Background: an optimization exercise with open tools, aiming at small area and a short achievable clock period. Do not read the settings as production practice.
Only the layout flow was run in this run; the RTL was not checked for function there.
No activity file was given, so power comes from the tool's default toggle rates.

==> flow/run.sh <==
#!/bin/bash
# Own layout flow: the standard ORFS flow (standard.sh) with the standard
# synthesis unchanged, and these changes to the layout steps:
#  - before floorplanning, flow/downsize.tcl removes synthesis's buffers and
#    sets each logic cell to its smallest size, for the repair steps to
#    upsize where timing needs it;
#  - the port buffers are plain buffers (BUF_CELL) instead of the delay
#    cells that buffer_ports picks by default;
#  - clock tree synthesis adds no dummy loads (CTS_ARGS).
# Each step's output goes to a log file in the work folder; ORFS's own logs
# stay under orfs/logs.
set -euo pipefail
HERE=$(cd "$(dirname "$0")" && pwd)
BUF_CELL=${BUF_CELL:-sky130_fd_sc_hd__buf_1}
CTS="-sink_clustering_enable -repair_clock_nets -dont_use_dummy_load"
bash standard.sh synth > synth.log 2>&1
bash standard.sh "PRE_FLOORPLAN_TCL=$HERE/downsize.tcl" \
  "BUFFER_PORTS_ARGS=-buffer_cell $BUF_CELL" "CTS_ARGS=$CTS" finish > layout.log 2>&1
==> flow/downsize.tcl <==
# Before floorplanning: remove the buffers that synthesis inserted and set
# every combinational cell to the smallest library cell of the same function.
# The repair steps of the flow then buffer and upsize what the clock period
# needs. Registers keep their cells.
remove_buffers
set n_changed 0
foreach inst [[ord::get_db_block] getInsts] {
  set m [[$inst getMaster] getName]
  if {![regexp {^(sky130_fd_sc_hd__[a-z0-9]+)_([0-9]+)$} $m -> base drv]} { continue }
  if {[regexp {df|dl|sdf|edf|clk|conb|tap|fill|decap} $base]} { continue }
  set best ""
  set best_area 1e9
  foreach lc [get_lib_cells ${base}_*] {
    set name [get_name $lc]
    if {![regexp "^${base}_\[0-9\]+\$" $name]} { continue }
    if {[get_property $lc dont_use]} { continue }
    set a [get_property $lc area]
    if {$a < $best_area} { set best $name; set best_area $a }
  }
  if {$best ne "" && $best ne $m} {
    replace_cell [get_cells [$inst getName]] [get_lib_cells $best]
    incr n_changed
  }
}
puts "downsize: $n_changed cells changed"
==> standard.sh <==
#!/bin/bash
# synth_recipe.tcl (not shown) runs the flow's synth.tcl, then flattens the netlist and writes it again
# the make line also repeats each setting of config.mk as NAME=value (left out here)
make -C /OpenROAD-flow-scripts/flow DESIGN_CONFIG=/design/flow/config.mk WORK_HOME=/design/flow/orfs CLKGATE_MAP_FILE= SYNTH_SCRIPT=/design/flow/synth_recipe.tcl "${@:-finish}"
==> config.mk <==
export PLATFORM = sky130hd
export DESIGN_NAME = alu_top
export DESIGN_NICKNAME = alu_top
export VERILOG_FILES = /design/flow/design.v
export SDC_FILE = /design/flow/constraint.sdc
export NUM_CORES = 4
export LEC_CHECK = 0
export CAP_MARGIN = 20
export CORE_MARGIN = 2
export CORE_UTILIZATION = 40
export SETUP_SLACK_MARGIN = 2.0
export SLEW_MARGIN = 20
export SYNTH_HIERARCHICAL = 1
==> constraint.sdc <==
create_clock -name core_clock -period 4.0 [get_ports {clk}]
set_input_delay 0.8000 -clock core_clock [delete_from_list [all_inputs] [get_ports {clk}]]
set_output_delay 0.8000 -clock core_clock [all_outputs]
set_load 0.01 [all_outputs]
==> design.v <==
module c_inv (input logic a, output logic y);
    assign y = ~a;
endmodule
module c_nand2 (input logic a, input logic b, output logic y);
    assign y = ~(a & b);
endmodule
module c_nor2 (input logic a, input logic b, output logic y);
    assign y = ~(a | b);
endmodule
module c_nand3 (input logic a, input logic b, input logic c, output logic y);
    assign y = ~(a & b & c);
endmodule
module c_nand4 (input logic a, input logic b, input logic c, input logic d, output logic y);
    assign y = ~(a & b & c & d);
endmodule
module c_aoi22 (input logic a1, input logic a2, input logic b1, input logic b2, output logic y);
    assign y = ~((a1 & a2) | (b1 & b2));
endmodule
module c_xor2 (input logic a, input logic b, output logic y);
    assign y = a ^ b;
endmodule
module c_xnor2 (input logic a, input logic b, output logic y);
    assign y = ~(a ^ b);
endmodule
module c_aoi222 (
        input logic a1, input logic a2, input logic b1, input logic b2,
        input logic c1, input logic c2, output logic y
    );
    assign y = ~((a1 & a2) | (b1 & b2) | (c1 & c2));
endmodule
module c_aoi32 (
        input logic a1, input logic a2, input logic a3, input logic b1, input logic b2,
        output logic y
    );
    assign y = ~((a1 & a2 & a3) | (b1 & b2));
endmodule
module c_merge_t (input logic g, input logic p, input logic gj, output logic gn);
    assign gn = ~(g | (p & gj));
endmodule
module c_merge_f (input logic gn, input logic pn, input logic gjn, output logic g);
    assign g = ~(gn & (pn | gjn));
endmodule
module c_mux2i (input logic a0, input logic a1, input logic s, output logic y);
    assign y = ~(s ? a1 : a0);
endmodule
module d_and3nnp (input logic a, input logic b, input logic c, output logic y);
    assign y = ~a & ~b & c;
endmodule
module d_and3npp (input logic a, input logic b, input logic c, output logic y);
    assign y = ~a & b & c;
endmodule
module d_and3 (input logic a, input logic b, input logic c, output logic y);
    assign y = a & b & c;
endmodule
module d_nor3 (input logic a, input logic b, input logic c, output logic y);
    assign y = ~(a | b | c);
endmodule
module d_and4nnpp (input logic a, input logic b, input logic c, input logic d, output logic y);
    assign y = ~a & ~b & c & d;
endmodule
module d_and4nppp (input logic a, input logic b, input logic c, input logic d, output logic y);
    assign y = ~a & b & c & d;
endmodule
module d_ta (input logic [2:0] f, input logic n1, input logic n0, output logic y);
    assign y = (~f[2] & ~f[1]) | (f[2] & f[1] & ~f[0]) | (~f[2] & f[1] & ~n1 & ~n0);
endmodule
module d_misc (
        input  logic [2:0] func_code,
        input  logic [3:0] n,
        input  logic       carry_in,
        output logic       cn,
        output logic [2:0] s2
    );
    wire ya = (func_code == 6'd0);
    wire ys = (func_code == 6'd1);
    assign cn = ~((ya & carry_in) | (ys & ~carry_in));
    wire       rot = (func_code[2:1] == 2'b01);
    wire       dir = func_code[0];
    wire [1:0] q = n[3:2];
    wire       nz = |n[1:0];
    logic [1:0] q1;
    always_comb begin
        case ({dir, nz, q})
            4'b0001, 4'b0101: q1 = 2'd1;
            4'b0010, 4'b0110: q1 = 2'd2;
            4'b1001: q1 = 2'd2;
            4'b1010: q1 = 2'd1;
            4'b1100: q1 = 2'd2;
            4'b1101: q1 = 2'd1;
            default: q1 = 2'd0;
        endcase
    end
    wire rot_zero = (q == 2'd3) & nz;
    assign s2 = (rot && !rot_zero) ? (3'b001 << q1) : 3'b000;
endmodule
module alu_dec (
        input  logic [2:0] func_code,
        input  logic [3:0] n,
        input  logic       carry_in,
        output logic       sub,
        output logic       rot,
        output logic       ya,
        output logic       ys,
        output logic       cn,
        output logic       ta,
        output logic       td,
        output logic       tb,
        output logic       tg,
        output logic       tn,
        output logic [3:1] s1,
        output logic [2:0] s2
    );
    wire [2:0] f = func_code;
    d_nor3     dya (.a(f[2]), .b(f[1]), .c(f[0]), .y(ya));
    d_and3nnp  dys (.a(f[2]), .b(f[1]), .c(f[0]), .y(ys));
    d_and3nnp  dtd (.a(f[1]), .b(f[0]), .c(f[2]), .y(td));
    d_and3npp  dtg (.a(f[1]), .b(f[2]), .c(f[0]), .y(tg));
    d_and3npp  dtb (.a(f[0]), .b(f[2]), .c(f[1]), .y(tb));
    d_and3     dtn (.a(f[2]), .b(f[1]), .c(f[0]), .y(tn));
    d_ta       dta (.f(f), .n1(n[1]), .n0(n[0]), .y(ta));
    wire e;
    c_xor2     dex (.a(n[1]), .b(f[0]), .y(e));
    d_and4nnpp ds1 (.a(f[2]), .b(e), .c(f[1]), .d(n[0]), .y(s1[1]));
    d_and4nnpp ds2 (.a(f[2]), .b(n[0]), .c(f[1]), .d(n[1]), .y(s1[2]));
    d_and4nppp ds3 (.a(f[2]), .b(f[1]), .c(n[0]), .d(e), .y(s1[3]));
    assign sub = ys;
    assign rot = ~f[2] & f[1];
    d_misc     dmi (.func_code(f), .n(n), .carry_in(carry_in), .cn(cn), .s2(s2));
endmodule
module alu_y (input logic b, input logic ya, input logic ys, output logic y);
    assign y = (b & ya) | (~b & ys);
endmodule
module alu_ys (input logic b, input logic ya, input logic ys, input logic s, output logic y);
    assign y = (b & ya) | (~b & ys) | s;
endmodule
module alu_equ (input logic [11:0] d, output logic equ);
    assign equ = ~(|d);
endmodule
module alu_pre (
        input  logic [11:0] a_in,
        input  logic [11:0] b_in,
        input  logic        carry_in,
        input  logic [2:0]  func_code,
        output logic [11:0] x,
        output logic [11:0] y,
        output logic        cn,
        output logic        sub,
        output logic        rot,
        output logic        equ
    );
    wire ya, ys, ta, td, tb, tg, tn;
    wire [3:1] s1;
    wire [2:0] s2;
    alu_dec dec (
        .func_code(func_code), .n(b_in[3:0]), .carry_in(carry_in),
        .sub(sub), .rot(rot), .ya(ya), .ys(ys), .cn(cn),
        .ta(ta), .td(td), .tb(tb), .tg(tg), .tn(tn), .s1(s1), .s2(s2)
    );
    wire [11:0] an, d, ua, ub, ud, uc;
    genvar i;
    generate
        for (i = 0; i < 12; i++) begin : bits
            c_inv ai (.a(a_in[i]), .y(an[i]));
            c_xor2 df (.a(a_in[i]), .b(b_in[i]), .y(d[i]));
            c_aoi22 xa (.a1(s1[1]), .a2(a_in[(i + 11) % 12]), .b1(s1[2]), .b2(a_in[(i + 10) % 12]), .y(ua[i]));
            c_aoi22 xb (.a1(s1[3]), .a2(a_in[(i + 9) % 12]), .b1(ta), .b2(a_in[i]), .y(ub[i]));
            c_aoi22 xd (.a1(td), .a2(d[i]), .b1(tb), .b2(b_in[i]), .y(ud[i]));
            c_aoi32 xc (.a1(tg), .a2(a_in[i]), .a3(b_in[i]), .b1(tn), .b2(an[i]), .y(uc[i]));
            c_nand4 xo (.a(ua[i]), .b(ub[i]), .c(ud[i]), .d(uc[i]), .y(x[i]));
            if (i >= 9 && i < 12) begin : ysel
                alu_ys yo (.b(b_in[i]), .ya(ya), .ys(ys), .s(s2[i - 9]), .y(y[i]));
            end else begin : yb
                alu_y yo (.b(b_in[i]), .ya(ya), .ys(ys), .y(y[i]));
            end
        end
    endgenerate
    alu_equ eq (.d(d), .equ(equ));
endmodule
module alu_carry (
        input  logic [11:0] gn,
        input  logic [11:0] pn,
        input  logic        cn,
        output logic [12:0] cy
    );
    wire gg1;
    c_merge_f u_gg1 (.gn(gn[0]), .pn(pn[0]), .gjn(cn), .g(gg1));
    wire gg2;
    c_merge_f u_gg2 (.gn(gn[1]), .pn(pn[1]), .gjn(gn[0]), .g(gg2));
    wire pp3;
    c_nor2 u_pp3 (.a(pn[1]), .b(pn[0]), .y(pp3));
    wire gg4;
    c_merge_f u_gg4 (.gn(gn[2]), .pn(pn[2]), .gjn(gn[1]), .g(gg4));
    wire pp5;
    c_nor2 u_pp5 (.a(pn[2]), .b(pn[1]), .y(pp5));
    wire gg6;
    c_merge_f u_gg6 (.gn(gn[3]), .pn(pn[3]), .gjn(gn[2]), .g(gg6));
    wire pp7;
    c_nor2 u_pp7 (.a(pn[3]), .b(pn[2]), .y(pp7));
    wire gg8;
    c_merge_f u_gg8 (.gn(gn[4]), .pn(pn[4]), .gjn(gn[3]), .g(gg8));
    wire pp9;
    c_nor2 u_pp9 (.a(pn[4]), .b(pn[3]), .y(pp9));
    wire gg10;
    c_merge_f u_gg10 (.gn(gn[5]), .pn(pn[5]), .gjn(gn[4]), .g(gg10));
    wire pp11;
    c_nor2 u_pp11 (.a(pn[5]), .b(pn[4]), .y(pp11));
    wire gg12;
    c_merge_f u_gg12 (.gn(gn[6]), .pn(pn[6]), .gjn(gn[5]), .g(gg12));
    wire pp13;
    c_nor2 u_pp13 (.a(pn[6]), .b(pn[5]), .y(pp13));
    wire gg14;
    c_merge_f u_gg14 (.gn(gn[7]), .pn(pn[7]), .gjn(gn[6]), .g(gg14));
    wire pp15;
    c_nor2 u_pp15 (.a(pn[7]), .b(pn[6]), .y(pp15));
    wire gg16;
    c_merge_f u_gg16 (.gn(gn[8]), .pn(pn[8]), .gjn(gn[7]), .g(gg16));
    wire pp17;
    c_nor2 u_pp17 (.a(pn[8]), .b(pn[7]), .y(pp17));
    wire gg18;
    c_merge_f u_gg18 (.gn(gn[9]), .pn(pn[9]), .gjn(gn[8]), .g(gg18));
    wire pp19;
    c_nor2 u_pp19 (.a(pn[9]), .b(pn[8]), .y(pp19));
    wire gg20;
    c_merge_f u_gg20 (.gn(gn[10]), .pn(pn[10]), .gjn(gn[9]), .g(gg20));
    wire pp21;
    c_nor2 u_pp21 (.a(pn[10]), .b(pn[9]), .y(pp21));
    wire gg22;
    c_merge_f u_gg22 (.gn(gn[11]), .pn(pn[11]), .gjn(gn[10]), .g(gg22));
    wire pp23;
    c_nor2 u_pp23 (.a(pn[11]), .b(pn[10]), .y(pp23));
    wire ni24;
    c_inv u_ni24 (.a(cn), .y(ni24));
    wire gg25;
    c_merge_t u_gg25 (.g(gg2), .p(pp3), .gj(ni24), .gn(gg25));
    wire gg26;
    c_merge_t u_gg26 (.g(gg4), .p(pp5), .gj(gg1), .gn(gg26));
    wire gg27;
    c_merge_t u_gg27 (.g(gg6), .p(pp7), .gj(gg2), .gn(gg27));
    wire pp28;
    c_nand2 u_pp28 (.a(pp7), .b(pp3), .y(pp28));
    wire gg29;
    c_merge_t u_gg29 (.g(gg8), .p(pp9), .gj(gg4), .gn(gg29));
    wire pp30;
    c_nand2 u_pp30 (.a(pp9), .b(pp5), .y(pp30));
    wire gg31;
    c_merge_t u_gg31 (.g(gg10), .p(pp11), .gj(gg6), .gn(gg31));
    wire pp32;
    c_nand2 u_pp32 (.a(pp11), .b(pp7), .y(pp32));
    wire gg33;
    c_merge_t u_gg33 (.g(gg12), .p(pp13), .gj(gg8), .gn(gg33));
    wire pp34;
    c_nand2 u_pp34 (.a(pp13), .b(pp9), .y(pp34));
    wire gg35;
    c_merge_t u_gg35 (.g(gg14), .p(pp15), .gj(gg10), .gn(gg35));
    wire pp36;
    c_nand2 u_pp36 (.a(pp15), .b(pp11), .y(pp36));
    wire gg37;
    c_merge_t u_gg37 (.g(gg16), .p(pp17), .gj(gg12), .gn(gg37));
    wire pp38;
    c_nand2 u_pp38 (.a(pp17), .b(pp13), .y(pp38));
    wire gg39;
    c_merge_t u_gg39 (.g(gg18), .p(pp19), .gj(gg14), .gn(gg39));
    wire pp40;
    c_nand2 u_pp40 (.a(pp19), .b(pp15), .y(pp40));
    wire gg41;
    c_merge_t u_gg41 (.g(gg20), .p(pp21), .gj(gg16), .gn(gg41));
    wire pp42;
    c_nand2 u_pp42 (.a(pp21), .b(pp17), .y(pp42));
    wire gg43;
    c_merge_t u_gg43 (.g(gg22), .p(pp23), .gj(gg18), .gn(gg43));
    wire pp44;
    c_nand2 u_pp44 (.a(pp23), .b(pp19), .y(pp44));
    wire gg45;
    c_merge_f u_gg45 (.gn(gg27), .pn(pp28), .gjn(cn), .g(gg45));
    wire ni46;
    c_inv u_ni46 (.a(gg1), .y(ni46));
    wire gg47;
    c_merge_f u_gg47 (.gn(gg29), .pn(pp30), .gjn(ni46), .g(gg47));
    wire gg48;
    c_merge_f u_gg48 (.gn(gg31), .pn(pp32), .gjn(gg25), .g(gg48));
    wire gg49;
    c_merge_f u_gg49 (.gn(gg33), .pn(pp34), .gjn(gg26), .g(gg49));
    wire gg50;
    c_merge_f u_gg50 (.gn(gg35), .pn(pp36), .gjn(gg27), .g(gg50));
    wire pp51;
    c_nor2 u_pp51 (.a(pp36), .b(pp28), .y(pp51));
    wire gg52;
    c_merge_f u_gg52 (.gn(gg37), .pn(pp38), .gjn(gg29), .g(gg52));
    wire pp53;
    c_nor2 u_pp53 (.a(pp38), .b(pp30), .y(pp53));
    wire gg54;
    c_merge_f u_gg54 (.gn(gg39), .pn(pp40), .gjn(gg31), .g(gg54));
    wire pp55;
    c_nor2 u_pp55 (.a(pp40), .b(pp32), .y(pp55));
    wire gg56;
    c_merge_f u_gg56 (.gn(gg41), .pn(pp42), .gjn(gg33), .g(gg56));
    wire pp57;
    c_nor2 u_pp57 (.a(pp42), .b(pp34), .y(pp57));
    wire gg58;
    c_merge_f u_gg58 (.gn(gg43), .pn(pp44), .gjn(gg35), .g(gg58));
    wire pp59;
    c_nor2 u_pp59 (.a(pp44), .b(pp36), .y(pp59));
    wire gg60;
    c_merge_t u_gg60 (.g(gg50), .p(pp51), .gj(ni24), .gn(gg60));
    wire gg61;
    c_merge_t u_gg61 (.g(gg52), .p(pp53), .gj(gg1), .gn(gg61));
    wire ni62;
    c_inv u_ni62 (.a(gg25), .y(ni62));
    wire gg63;
    c_merge_t u_gg63 (.g(gg54), .p(pp55), .gj(ni62), .gn(gg63));
    wire ni64;
    c_inv u_ni64 (.a(gg26), .y(ni64));
    wire gg65;
    c_merge_t u_gg65 (.g(gg56), .p(pp57), .gj(ni64), .gn(gg65));
    wire gg66;
    c_merge_t u_gg66 (.g(gg58), .p(pp59), .gj(gg45), .gn(gg66));
    assign cy[0] = cn;
    assign cy[1] = gg1;
    assign cy[2] = gg25;
    assign cy[3] = gg26;
    assign cy[4] = gg45;
    assign cy[5] = gg47;
    assign cy[6] = gg48;
    assign cy[7] = gg49;
    assign cy[8] = gg60;
    assign cy[9] = gg61;
    assign cy[10] = gg63;
    assign cy[11] = gg65;
    assign cy[12] = gg66;
endmodule
module alu_flags (
        input  logic c11,
        input  logic c12,
        input  logic sub,
        input  logic rot,
        output logic carry_out,
        output logic overflow_out
    );
    assign carry_out = ~rot & (c12 ^ sub);
    assign overflow_out = ~rot & (c11 ^ c12);
endmodule
module alu_post (
        input  logic [11:0] x,
        input  logic [11:0] y,
        input  logic        cn,
        input  logic        sub,
        input  logic        rot,
        output logic [11:0] s,
        output logic        carry_out,
        output logic        overflow_out
    );
    localparam logic [12:0] CY_INV = 13'b1111100001101;
    wire [11:0] pn, gn, sn, rn;
    wire [12:0] cy;
    genvar i;
    generate
        for (i = 0; i < 12; i++) begin : pg
            c_xnor2 hp (.a(x[i]), .b(y[i]), .y(pn[i]));
            c_nand2 hg (.a(x[i]), .b(y[i]), .y(gn[i]));
        end
    endgenerate
    alu_carry carries (.gn(gn), .pn(pn), .cn(cn), .cy(cy));
    c_xnor2 sm0 (.a(pn[0]), .b(cy[0]), .y(sn[0]));
    c_xor2 sm1 (.a(pn[1]), .b(cy[1]), .y(sn[1]));
    c_xnor2 sm2 (.a(pn[2]), .b(cy[2]), .y(sn[2]));
    c_xnor2 sm3 (.a(pn[3]), .b(cy[3]), .y(sn[3]));
    c_xor2 sm4 (.a(pn[4]), .b(cy[4]), .y(sn[4]));
    c_xor2 sm5 (.a(pn[5]), .b(cy[5]), .y(sn[5]));
    c_xor2 sm6 (.a(pn[6]), .b(cy[6]), .y(sn[6]));
    c_xor2 sm7 (.a(pn[7]), .b(cy[7]), .y(sn[7]));
    c_xnor2 sm8 (.a(pn[8]), .b(cy[8]), .y(sn[8]));
    c_xnor2 sm9 (.a(pn[9]), .b(cy[9]), .y(sn[9]));
    c_xnor2 sm10 (.a(pn[10]), .b(cy[10]), .y(sn[10]));
    c_xnor2 sm11 (.a(pn[11]), .b(cy[11]), .y(sn[11]));
    generate
        for (i = 0; i < 12; i++) begin : outs
            c_aoi222 r2 (
                .a1(y[9]), .a2(x[i]), .b1(y[10]), .b2(x[(i + 8) % 12]),
                .c1(y[11]), .c2(x[(i + 4) % 12]), .y(rn[i])
            );
            c_mux2i o (.a0(sn[i]), .a1(rn[i]), .s(rot), .y(s[i]));
        end
    endgenerate
    alu_flags fl (
        .c11(~cy[11]), .c12(~cy[12]), .sub(sub), .rot(rot),
        .carry_out(carry_out), .overflow_out(overflow_out)
    );
endmodule
module alu_top (
        input  logic        clk,
        input  logic [11:0] a_in,
        input  logic [11:0] b_in,
        input  logic        carry_in,
        input  logic [2:0]  func_code,
        output logic [11:0] a_out,
        output logic        carry_out,
        output logic        equ_out,
        output logic        overflow_out
    );
    wire  [11:0] x_d, y_d;
    wire         cn_d, sub_d, rot_d, equ_d;
    logic [11:0] x_q, y_q;
    logic        cn_q, sub_q, rot_q, equ_q;
    alu_pre pre (
        .a_in(a_in), .b_in(b_in), .carry_in(carry_in), .func_code(func_code),
        .x(x_d), .y(y_d), .cn(cn_d), .sub(sub_d), .rot(rot_d), .equ(equ_d)
    );
    always_ff @(posedge clk) begin
        x_q   <= x_d;
        y_q   <= y_d;
        cn_q  <= cn_d;
        sub_q <= sub_d;
        rot_q <= rot_d;
        equ_q <= equ_d;
    end
    wire [11:0] res;
    wire        res_carry, res_overflow;
    alu_post post (
        .x(x_q), .y(y_q), .cn(cn_q), .sub(sub_q), .rot(rot_q),
        .s(res), .carry_out(res_carry), .overflow_out(res_overflow)
    );
    always_ff @(posedge clk) begin
        a_out        <= res;
        carry_out    <= res_carry;
        equ_out      <= equ_q;
        overflow_out <= res_overflow;
    end
endmodule
==> out/qor.txt <==
Leakage: 1.191 nW
Postcts setup bufs: 0
Row cnt: 29
Clk network pwr share: 21.4%
Syn avg cell area: 8.622 um2
H-tree Lvls: 2
CTS tree: yes
Max_cap viols: 0
Sequential share of power: 47.9%
CTS clk-pin slew, worst paths: 0.08 ns
GRT Total Usage: 21.48%
Vias per cell: 6.251
Hold Path Sink: equ_out
Unrepaired setup endpoints after global routing: false
Hold violation count in the final report: 0
Antenna Nets Post-Route: 0
Clock buffer depth: 2
Status: no timing/DRC/antenna violations
Startpoint Class: input port
Core outline area: 0.006422 mm2
Clock Skew: 0.006654 ns
Final GP Congestion: 0.9701
Nets: 393
Final setup viols: 0
DRT Pass-1 Iters: 6
FF-to-FF Start: x_q[3]
Int Pwr: 756.0 uW
Final Hold Slack: 0.3314 ns
Critical path peak fanout: 15
Routed length per placed instance: 17.58 um
Switching share of power: 34.92%
DR DRC count: 0
Total number of yosys warnings: 8
Layout cells sized above 1: 8.287%
Reg-to-reg slack, setup: 2.21 ns
Number of DRC markers in iteration 0: 155
Vias post-DR: 2744
Clk Latency, worst-skew pair: 0.29 ns
Fmax: 551.0 MHz
ANT cells: 0
First-pass GRT wire length: 12.59 mm
Mapped Cells: 313
R2R depth: 8
Slew @ Worst Pin: 0.7520 ns
Utilization after layout: 49.00%
Clock Sinks: 43
P&R area growth vs syn: 16.60%
HP Start: equ_q
Combinational share of power: 30.7%
Pin count of the biggest net entering global routing: 16
Die area: 0.007420 mm2
Mapped cell area: 0.002699 mm2
Die Wd: 86.14 um
Grt total ovfl: 0
FF-to-FF End: carry_out
Hold Path Class: reg2reg
Max Slew Vio Count: 0
Worst EP arrival: 2.04 ns
Starting Density: 42.02%
Inserted Clock Buffers: 5
Sw Pwr: 405.7 uW
Crit Path Class: in2reg
Vias in the first global route: 2493
Syn nets: 342
TNS Setup: 0 ns
Nature of the critical path endpoint: register
IO Pins: 44
Die Y-Extent: 86.14 um
Hold path depth: 0
Hpwl dp: 5.540 mm
WL final: 7.716 mm
Root buf cell: clkbuf_8
Buffers on Ports: 43
WP data required: 4.23 ns
Max VDD drop: 126.1 uV
PwrDens: 369.2 mW/mm2
Period utilization: 45.37%
Initial antenna violation count: 0
Max-slew headroom: 49.80%
Tmin final: 1.815 ns
## power by group through the flow
stage | Clock, mW | Sequential, mW | Combinational, mW
4_1_cts | 0.260 | 0.550 | 0.340
3_3_place_gp | 0 | 0.559 | 0.333
6_report | 0.249 | 0.556 | 0.356
5_1_grt | 0.279 | 0.565 | 0.394
3_5_place_dp | 0 | 0.560 | 0.335
2_1_floorplan | 0 | 0.565 | 0.206
## worst max-delay path by stage
| stage | from | to | slack [ns] | cells after the start |
|---|---|---|---|---|
| global placement | func_code[0] | y_q[11] | 1.51 | 4 |
| floorplan | func_code[0] | x_q[0] | 2.09 | 3 |
| CTS | x_q[0] | overflow_out | 2.00 | 8 |
| global route | y_q[9] | carry_out | 2.03 | 8 |
| detailed placement | func_code[0] | y_q[11] | 1.44 | 4 |
| finish | func_code[1] | x_q[7] | 2.19 | 4 |
## registers in the layout, summed over array words and instances (netlist names)
signal and cells:
a_out 12, x_q 12, y_q 12, carry_out 1
cn_q 1, equ_out 1, equ_q 1, overflow_out 1
rot_q 1, sub_q 1
## worst max-delay path, stage by stage
cell     delay [ns]
buf_1          0.39
and3_1         0.61
a32oi_1        0.11
nand4_1        0.13
## cell type report
cell class                      instances  area, um2
Clock buffer                            5      68.82
Tap cell                               77      96.34
Timing Repair Buffer                   44      172.7
Fill cell                             657       3276
Inverter                               19      71.32
Sequential cell                        43      865.8
Multi-Input combinational cell        251       1872
## stage by stage
| stage | worst slack [ns] | cell area (um2) | power [mW] | cells |
|---|---|---|---|---|
| after floorplan | 2.087 | 2699 | 0.7707 | 313 |
| after global placement | 1.512 | 2964 | 0.8923 | 434 |
| after detailed placement | 1.441 | 2964 | 0.8953 | 434 |
| after CTS | 2.000 | 3060 | 1.150 | 439 |
| after global routing | 2.027 | 3147 | 1.238 | 439 |
| final | 2.185 | 3147 | 1.162 | 439 |
## placed cells by master (no fill, tap or decap), types with 3 or more instances in the layout
cell and n:
buf_1 40, dfxtp_1 39, a22oi_1 36, o21ai_0 22
nand2_1 22, nor2_1 21, inv_1 19, xor2_1 18
a21oi_1 15, nand4_1 14, xnor2_1 13, mux2i_1 13
a222oi_1 12, a32oi_1 12, mux2_1 10, xnor2_2 9
nor2b_1 7, clkbuf_8 5, a211o_1 4, dfxtp_2 4
nand2b_1 3, nor4_1 3, clkbuf_2 3
## timing repair
item                                    CTS  global route
hold buffers                              0             0
resized for setup                         6            20
gates cloned                              0             0
endpoints found under the setup margin   27            21
## routing by layer
layer	global-route usage (%)	routed length, um
met5	0	0
met3	2.791	514
met4	9.380	241
met1	29.03	3387
met2	34.18	3573

re-timing with driven ports:
The results above use ideal ports. As a check the final layout listed here was re-extracted and re-timed, cells and wires unchanged. Step 1 sets driving cells, clkbuf_16 on the clock port and buf_2 on the other inputs (assumed; they add their load-dependent delay and slew). Step 2 moves the port delays by t, midway between the first and last clock arrival at a register: inputs arrive t later, outputs are due t later. That takes back most of the time a late clock gives input paths. a / b / c = no drivers / after step 1 / after step 2; a / b = the first two.
t, ns: 0.318
setup WS [ns]: 2.185 / 2.193 / 1.876
worst setup path at the end: input to register
After both steps this run still meets setup and hold. For this run, drivers alone change the setup slack by +0.008 ns; drivers and shift together by -0.309 ns.
